From an optimization exercise on the open Yosys and OpenROAD flow, aimed at small area, a short achievable clock period and few clock cycles per item; shortcuts taken in it are not production practice.
Only simulation tests tie the RTL to the original design; equivalence was not proved.
Power figures rest on the tool's default switching activity, not on a simulated workload.

==> flow/design.v <==
`default_nettype none
module seq_gcd (
	clk,
	rst_n,
	la_write_a,
	la_write_b,
	a_i,
	b_i,
	gcd_o,
	rdata,
	ready
);
	input wire clk;
	input wire rst_n;
	input wire [31:0] la_write_a;
	input wire [31:0] la_write_b;
	input wire [31:0] a_i;
	input wire [31:0] b_i;
	output wire [31:0] gcd_o;
	output wire [31:0] rdata;
	output reg ready;
	parameter NSTEP = 3;    
	reg [31:0] a_q;
	reg [31:0] b_q;
	reg [4:0] k_q;
	reg busy;
	wire la_load = (&la_write_a) & (&la_write_b);
	wire load = ~busy & la_load;
	wire [31:0] sa [0:NSTEP];
	wire [31:0] sb [0:NSTEP];
	wire [4:0] sk [0:NSTEP];
	assign sa[0] = a_q;
	assign sb[0] = b_q;
	assign sk[0] = k_q;
	genvar i, l, j;
	generate
		for (i = 0; i < NSTEP; i = i + 1) begin : step
			wire [31:0] a = sa[i];
			wire [31:0] b = sb[i];
			wire [4:0] k = sk[i];
			wire bz = ~|b;
			wire kz = ~|k;
			localparam STRIP = (i == 0);
			localparam PUT = (i == NSTEP - 1);
			wire c_put = PUT & bz & ~kz;               
			wire c_two = STRIP & ~bz & ~a[0] & ~b[0];  
			wire c_ev2 = ~a[0] & ~b[0];                
			wire c_aev = ~a[0] & b[0];         
			wire c_sub = a[0] & b[0];          
			wire [31:0] p0 = ~(a ^ b);
			wire [31:0] g0 = b & ~a;
			wire gn0 = g0[1] | (p0[1] & g0[0]);
			wire pn0 = p0[1] & p0[0];
			wire gn1 = g0[3] | (p0[3] & g0[2]);
			wire pn1 = p0[3] & p0[2];
			wire gn2 = g0[5] | (p0[5] & g0[4]);
			wire pn2 = p0[5] & p0[4];
			wire gn3 = g0[7] | (p0[7] & g0[6]);
			wire pn3 = p0[7] & p0[6];
			wire gn4 = g0[9] | (p0[9] & g0[8]);
			wire pn4 = p0[9] & p0[8];
			wire gn5 = g0[11] | (p0[11] & g0[10]);
			wire pn5 = p0[11] & p0[10];
			wire gn6 = g0[13] | (p0[13] & g0[12]);
			wire pn6 = p0[13] & p0[12];
			wire gn7 = g0[15] | (p0[15] & g0[14]);
			wire pn7 = p0[15] & p0[14];
			wire gn8 = g0[17] | (p0[17] & g0[16]);
			wire pn8 = p0[17] & p0[16];
			wire gn9 = g0[19] | (p0[19] & g0[18]);
			wire pn9 = p0[19] & p0[18];
			wire gn10 = g0[21] | (p0[21] & g0[20]);
			wire pn10 = p0[21] & p0[20];
			wire gn11 = g0[23] | (p0[23] & g0[22]);
			wire pn11 = p0[23] & p0[22];
			wire gn12 = g0[25] | (p0[25] & g0[24]);
			wire pn12 = p0[25] & p0[24];
			wire gn13 = g0[27] | (p0[27] & g0[26]);
			wire pn13 = p0[27] & p0[26];
			wire gn14 = g0[29] | (p0[29] & g0[28]);
			wire pn14 = p0[29] & p0[28];
			wire gn15 = g0[31] | (p0[31] & g0[30]);
			wire pn15 = p0[31] & p0[30];
			wire gn16 = gn1 | (pn1 & gn0);
			wire pn16 = pn1 & pn0;
			wire gn17 = gn3 | (pn3 & gn2);
			wire pn17 = pn3 & pn2;
			wire gn18 = gn5 | (pn5 & gn4);
			wire pn18 = pn5 & pn4;
			wire gn19 = gn7 | (pn7 & gn6);
			wire pn19 = pn7 & pn6;
			wire gn20 = gn9 | (pn9 & gn8);
			wire pn20 = pn9 & pn8;
			wire gn21 = gn11 | (pn11 & gn10);
			wire pn21 = pn11 & pn10;
			wire gn22 = gn13 | (pn13 & gn12);
			wire pn22 = pn13 & pn12;
			wire gn23 = gn15 | (pn15 & gn14);
			wire pn23 = pn15 & pn14;
			wire gn24 = gn17 | (pn17 & gn16);
			wire pn24 = pn17 & pn16;
			wire gn25 = gn19 | (pn19 & gn18);
			wire pn25 = pn19 & pn18;
			wire gn26 = gn21 | (pn21 & gn20);
			wire pn26 = pn21 & pn20;
			wire gn27 = gn23 | (pn23 & gn22);
			wire pn27 = pn23 & pn22;
			wire gn28 = gn25 | (pn25 & gn24);
			wire pn28 = pn25 & pn24;
			wire gn29 = gn27 | (pn27 & gn26);
			wire pn29 = pn27 & pn26;
			wire gn30 = gn29 | (pn29 & gn28);
			wire pn30 = pn29 & pn28;
			wire gn31 = gn26 | (pn26 & gn28);
			wire pn31 = pn26 & pn28;
			wire gn32 = gn18 | (pn18 & gn24);
			wire pn32 = pn18 & pn24;
			wire gn33 = gn20 | (pn20 & gn28);
			wire pn33 = pn20 & pn28;
			wire gn34 = gn22 | (pn22 & gn31);
			wire pn34 = pn22 & pn31;
			wire gn35 = gn2 | (pn2 & gn16);
			wire pn35 = pn2 & pn16;
			wire gn36 = gn4 | (pn4 & gn24);
			wire pn36 = pn4 & pn24;
			wire gn37 = gn6 | (pn6 & gn32);
			wire pn37 = pn6 & pn32;
			wire gn38 = gn8 | (pn8 & gn28);
			wire pn38 = pn8 & pn28;
			wire gn39 = gn10 | (pn10 & gn33);
			wire pn39 = pn10 & pn33;
			wire gn40 = gn12 | (pn12 & gn31);
			wire pn40 = pn12 & pn31;
			wire gn41 = gn14 | (pn14 & gn34);
			wire pn41 = pn14 & pn34;
			wire gn42 = g0[2] | (p0[2] & gn0);
			wire pn42 = p0[2] & pn0;
			wire gn43 = g0[4] | (p0[4] & gn16);
			wire pn43 = p0[4] & pn16;
			wire gn44 = g0[6] | (p0[6] & gn35);
			wire pn44 = p0[6] & pn35;
			wire gn45 = g0[8] | (p0[8] & gn24);
			wire pn45 = p0[8] & pn24;
			wire gn46 = g0[10] | (p0[10] & gn36);
			wire pn46 = p0[10] & pn36;
			wire gn47 = g0[12] | (p0[12] & gn32);
			wire pn47 = p0[12] & pn32;
			wire gn48 = g0[14] | (p0[14] & gn37);
			wire pn48 = p0[14] & pn37;
			wire gn49 = g0[16] | (p0[16] & gn28);
			wire pn49 = p0[16] & pn28;
			wire gn50 = g0[18] | (p0[18] & gn38);
			wire pn50 = p0[18] & pn38;
			wire gn51 = g0[20] | (p0[20] & gn33);
			wire pn51 = p0[20] & pn33;
			wire gn52 = g0[22] | (p0[22] & gn39);
			wire pn52 = p0[22] & pn39;
			wire gn53 = g0[24] | (p0[24] & gn31);
			wire pn53 = p0[24] & pn31;
			wire gn54 = g0[26] | (p0[26] & gn40);
			wire pn54 = p0[26] & pn40;
			wire gn55 = g0[28] | (p0[28] & gn34);
			wire pn55 = p0[28] & pn34;
			wire gn56 = g0[30] | (p0[30] & gn41);
			wire pn56 = p0[30] & pn41;
			wire [31:0] Gf = {gn30, gn56, gn41, gn55, gn34, gn54, gn40, gn53, gn31, gn52, gn39, gn51, gn33, gn50, gn38, gn49, gn28, gn48, gn37, gn47, gn32, gn46, gn36, gn45, gn24, gn44, gn35, gn43, gn16, gn42, gn0, g0[0]};
			wire [31:0] Pf = {pn30, pn56, pn41, pn55, pn34, pn54, pn40, pn53, pn31, pn52, pn39, pn51, pn33, pn50, pn38, pn49, pn28, pn48, pn37, pn47, pn32, pn46, pn36, pn45, pn24, pn44, pn35, pn43, pn16, pn42, pn0, p0[0]};
			wire ge = Gf[31] | Pf[31];
			wire [31:0] c1 = {Gf[30:0] | Pf[30:0], 1'b1};
			wire [31:0] c0n = {~Gf[30:0], 1'b1};
			wire [31:0] ad = p0 ^ (ge ? c1 : c0n);
			wire [31:0] xv = b[0] ? ad : b;
			wire [2:0] y = b[0] ? (a[2:0] ^ b[2:0]) : b[2:0];
			wire [1:0] sh = c_ev2 ? {1'd0, c_two} :
			                y[0] ? 2'd0 :
			                y[1] ? 2'd1 :
			                y[2] ? 2'd2 :
			                2'd3;
			wire [31:0] s0 = xv;
			wire [31:0] s1 = sh[0] ? s0 >> 1 : s0;
			wire [31:0] s2 = sh[1] ? s1 >> 2 : s1;
			assign sb[i+1] = s2;
			assign sa[i+1] = c_put ? a << 1 :
			                 c_two ? a >> 1 :
			                 (c_aev | (c_sub & ~ge)) ? b : a;
			assign sk[i+1] = c_put ? k - 5'd1 : c_two ? k + 5'd1 : k;
		end
	endgenerate
	always @(posedge clk) begin
		if (load) begin
			a_q <= a_i;
			b_q <= b_i;
			k_q <= 5'd0;
		end else begin
			a_q <= sa[NSTEP];
			b_q <= sb[NSTEP];
			k_q <= sk[NSTEP];
		end
	end
	wire fin = ~|sb[NSTEP] & ~|sk[NSTEP];
	always @(posedge clk or negedge rst_n) begin
		if (~rst_n) begin
			busy <= 1'b0;
			ready <= 1'b0;
		end else begin
			if (load) begin
				busy <= 1'b1;
				ready <= 1'b0;
			end else if (busy & fin) begin
				busy <= 1'b0;
				ready <= 1'b1;
			end
		end
	end
	assign gcd_o = a_q;
	assign rdata = 32'd0;
endmodule
`default_nettype wire
Settings: LEC_CHECK=0, ABC_AREA=1, CAP_MARGIN=20, CORE_MARGIN=2, CORE_UTILIZATION=40, CTS_BUF_LIST=sky130_fd_sc_hd__clkbuf_4 sky130_fd_sc_hd__clkbuf_8, PLACE_DENSITY=0.8, SLEW_MARGIN=20; clock period 70.0 ns.
standard.sh (not shown) runs the stock make flow with config.mk's settings and CLKGATE_MAP_FILE= SYNTH_SCRIPT=/design/flow/synth_recipe.tcl, a recipe that flattens the netlist after the stock synthesis.
==> flow/flow/run.sh <==
#!/bin/bash
set -euo pipefail
MARGIN=$(cat flow/margin.txt)
bash standard.sh SETUP_SLACK_MARGIN=$MARGIN \
  "BUFFER_PORTS_ARGS=-buffer_cell sky130_fd_sc_hd__buf_1" finish > standard_flow.log 2>&1
==> flow/flow/margin.txt <==
54.6
Testbench counts at the start, summed over its fixed seeds: cycles 29,737, items 3,200.
Change:
--- a/flow/design.v
+++ b/flow/design.v
@@ -44,14 +44,15 @@
 			localparam PUT = (i == NSTEP - 1);
 			wire c_put = PUT & bz & ~kz;               
 			wire c_two = STRIP & ~bz & ~a[0] & ~b[0];  
 			wire c_ev2 = ~a[0] & ~b[0];                
 			wire c_aev = ~a[0] & b[0];         
 			wire c_sub = a[0] & b[0];          
-			wire [31:0] p0 = ~(a ^ b);
-			wire [31:0] g0 = b & ~a;
+			wire [31:0] ag = a & {32{b[0]}};
+			wire [31:0] p0 = ~(ag ^ b);
+			wire [31:0] g0 = b & ~ag;
 			wire gn0 = g0[1] | (p0[1] & g0[0]);
 			wire pn0 = p0[1] & p0[0];
 			wire gn1 = g0[3] | (p0[3] & g0[2]);
 			wire pn1 = p0[3] & p0[2];
 			wire gn2 = g0[5] | (p0[5] & g0[4]);
 			wire pn2 = p0[5] & p0[4];
@@ -166,14 +167,14 @@
 			wire [31:0] Gf = {gn30, gn56, gn41, gn55, gn34, gn54, gn40, gn53, gn31, gn52, gn39, gn51, gn33, gn50, gn38, gn49, gn28, gn48, gn37, gn47, gn32, gn46, gn36, gn45, gn24, gn44, gn35, gn43, gn16, gn42, gn0, g0[0]};
 			wire [31:0] Pf = {pn30, pn56, pn41, pn55, pn34, pn54, pn40, pn53, pn31, pn52, pn39, pn51, pn33, pn50, pn38, pn49, pn28, pn48, pn37, pn47, pn32, pn46, pn36, pn45, pn24, pn44, pn35, pn43, pn16, pn42, pn0, p0[0]};
 			wire ge = Gf[31] | Pf[31];
 			wire [31:0] c1 = {Gf[30:0] | Pf[30:0], 1'b1};
 			wire [31:0] c0n = {~Gf[30:0], 1'b1};
 			wire [31:0] ad = p0 ^ (ge ? c1 : c0n);
-			wire [31:0] xv = b[0] ? ad : b;
-			wire [2:0] y = b[0] ? (a[2:0] ^ b[2:0]) : b[2:0];
+			wire [31:0] xv = ad;
+			wire [2:0] y = ag[2:0] ^ b[2:0];
 			wire [1:0] sh = c_ev2 ? {1'd0, c_two} :
 			                y[0] ? 2'd0 :
 			                y[1] ? 2'd1 :
 			                y[2] ? 2'd2 :
 			                2'd3;
 			wire [31:0] s0 = xv;
Result: Sequential share of layout area grows by 0.21 points. Setup slack is worse by 0.058 ns. Via count came out lower by 3.5%. Total power goes up by 7.3%. Sequential cell count does not change. Die area drops by 4.8%. Clock skew is lower by 0.0041 ns. Clock power climbs by about 16%. Fmax came out lower by 0.38%.
Testbench counts after the change, summed over its fixed seeds: cycles 29,737, items 3,200.

[static timing again, ports no longer ideal]
The flow's constraints put no driver on any port. The routed layouts listed below were extracted and timed again, unchanged, in two steps. Step 1: set_driving_cell puts a clkbuf_16 on clk and a buf_2 on each other input, an assumption about the parent block. Step 2 adds t to the input delays and takes it off the output delays; t is the mean of the earliest and latest rising clock arrival at the registers after step 1. Input paths then give back, and output paths get back, about the clock's delay inside the block. Three values: ideal, step 1, step 2; two values: the first two.
run | t (ns) | slack for setup (ns) | worst hold slack (ns) | pins driven straight from the clock port
the first run | 0.421 | 54.702 / 54.715 / 54.294 | 0.490 / 0.490 / 0.490 | 1
the second run | 0.407 | 54.644 / 54.656 / 54.249 | 0.503 / 0.503 / 0.503 | 1
After both steps every run listed still meets setup and hold. The setup slack of the first run, which loses most, moves by +0.013 ns with the drivers and by -0.408 ns with both steps.
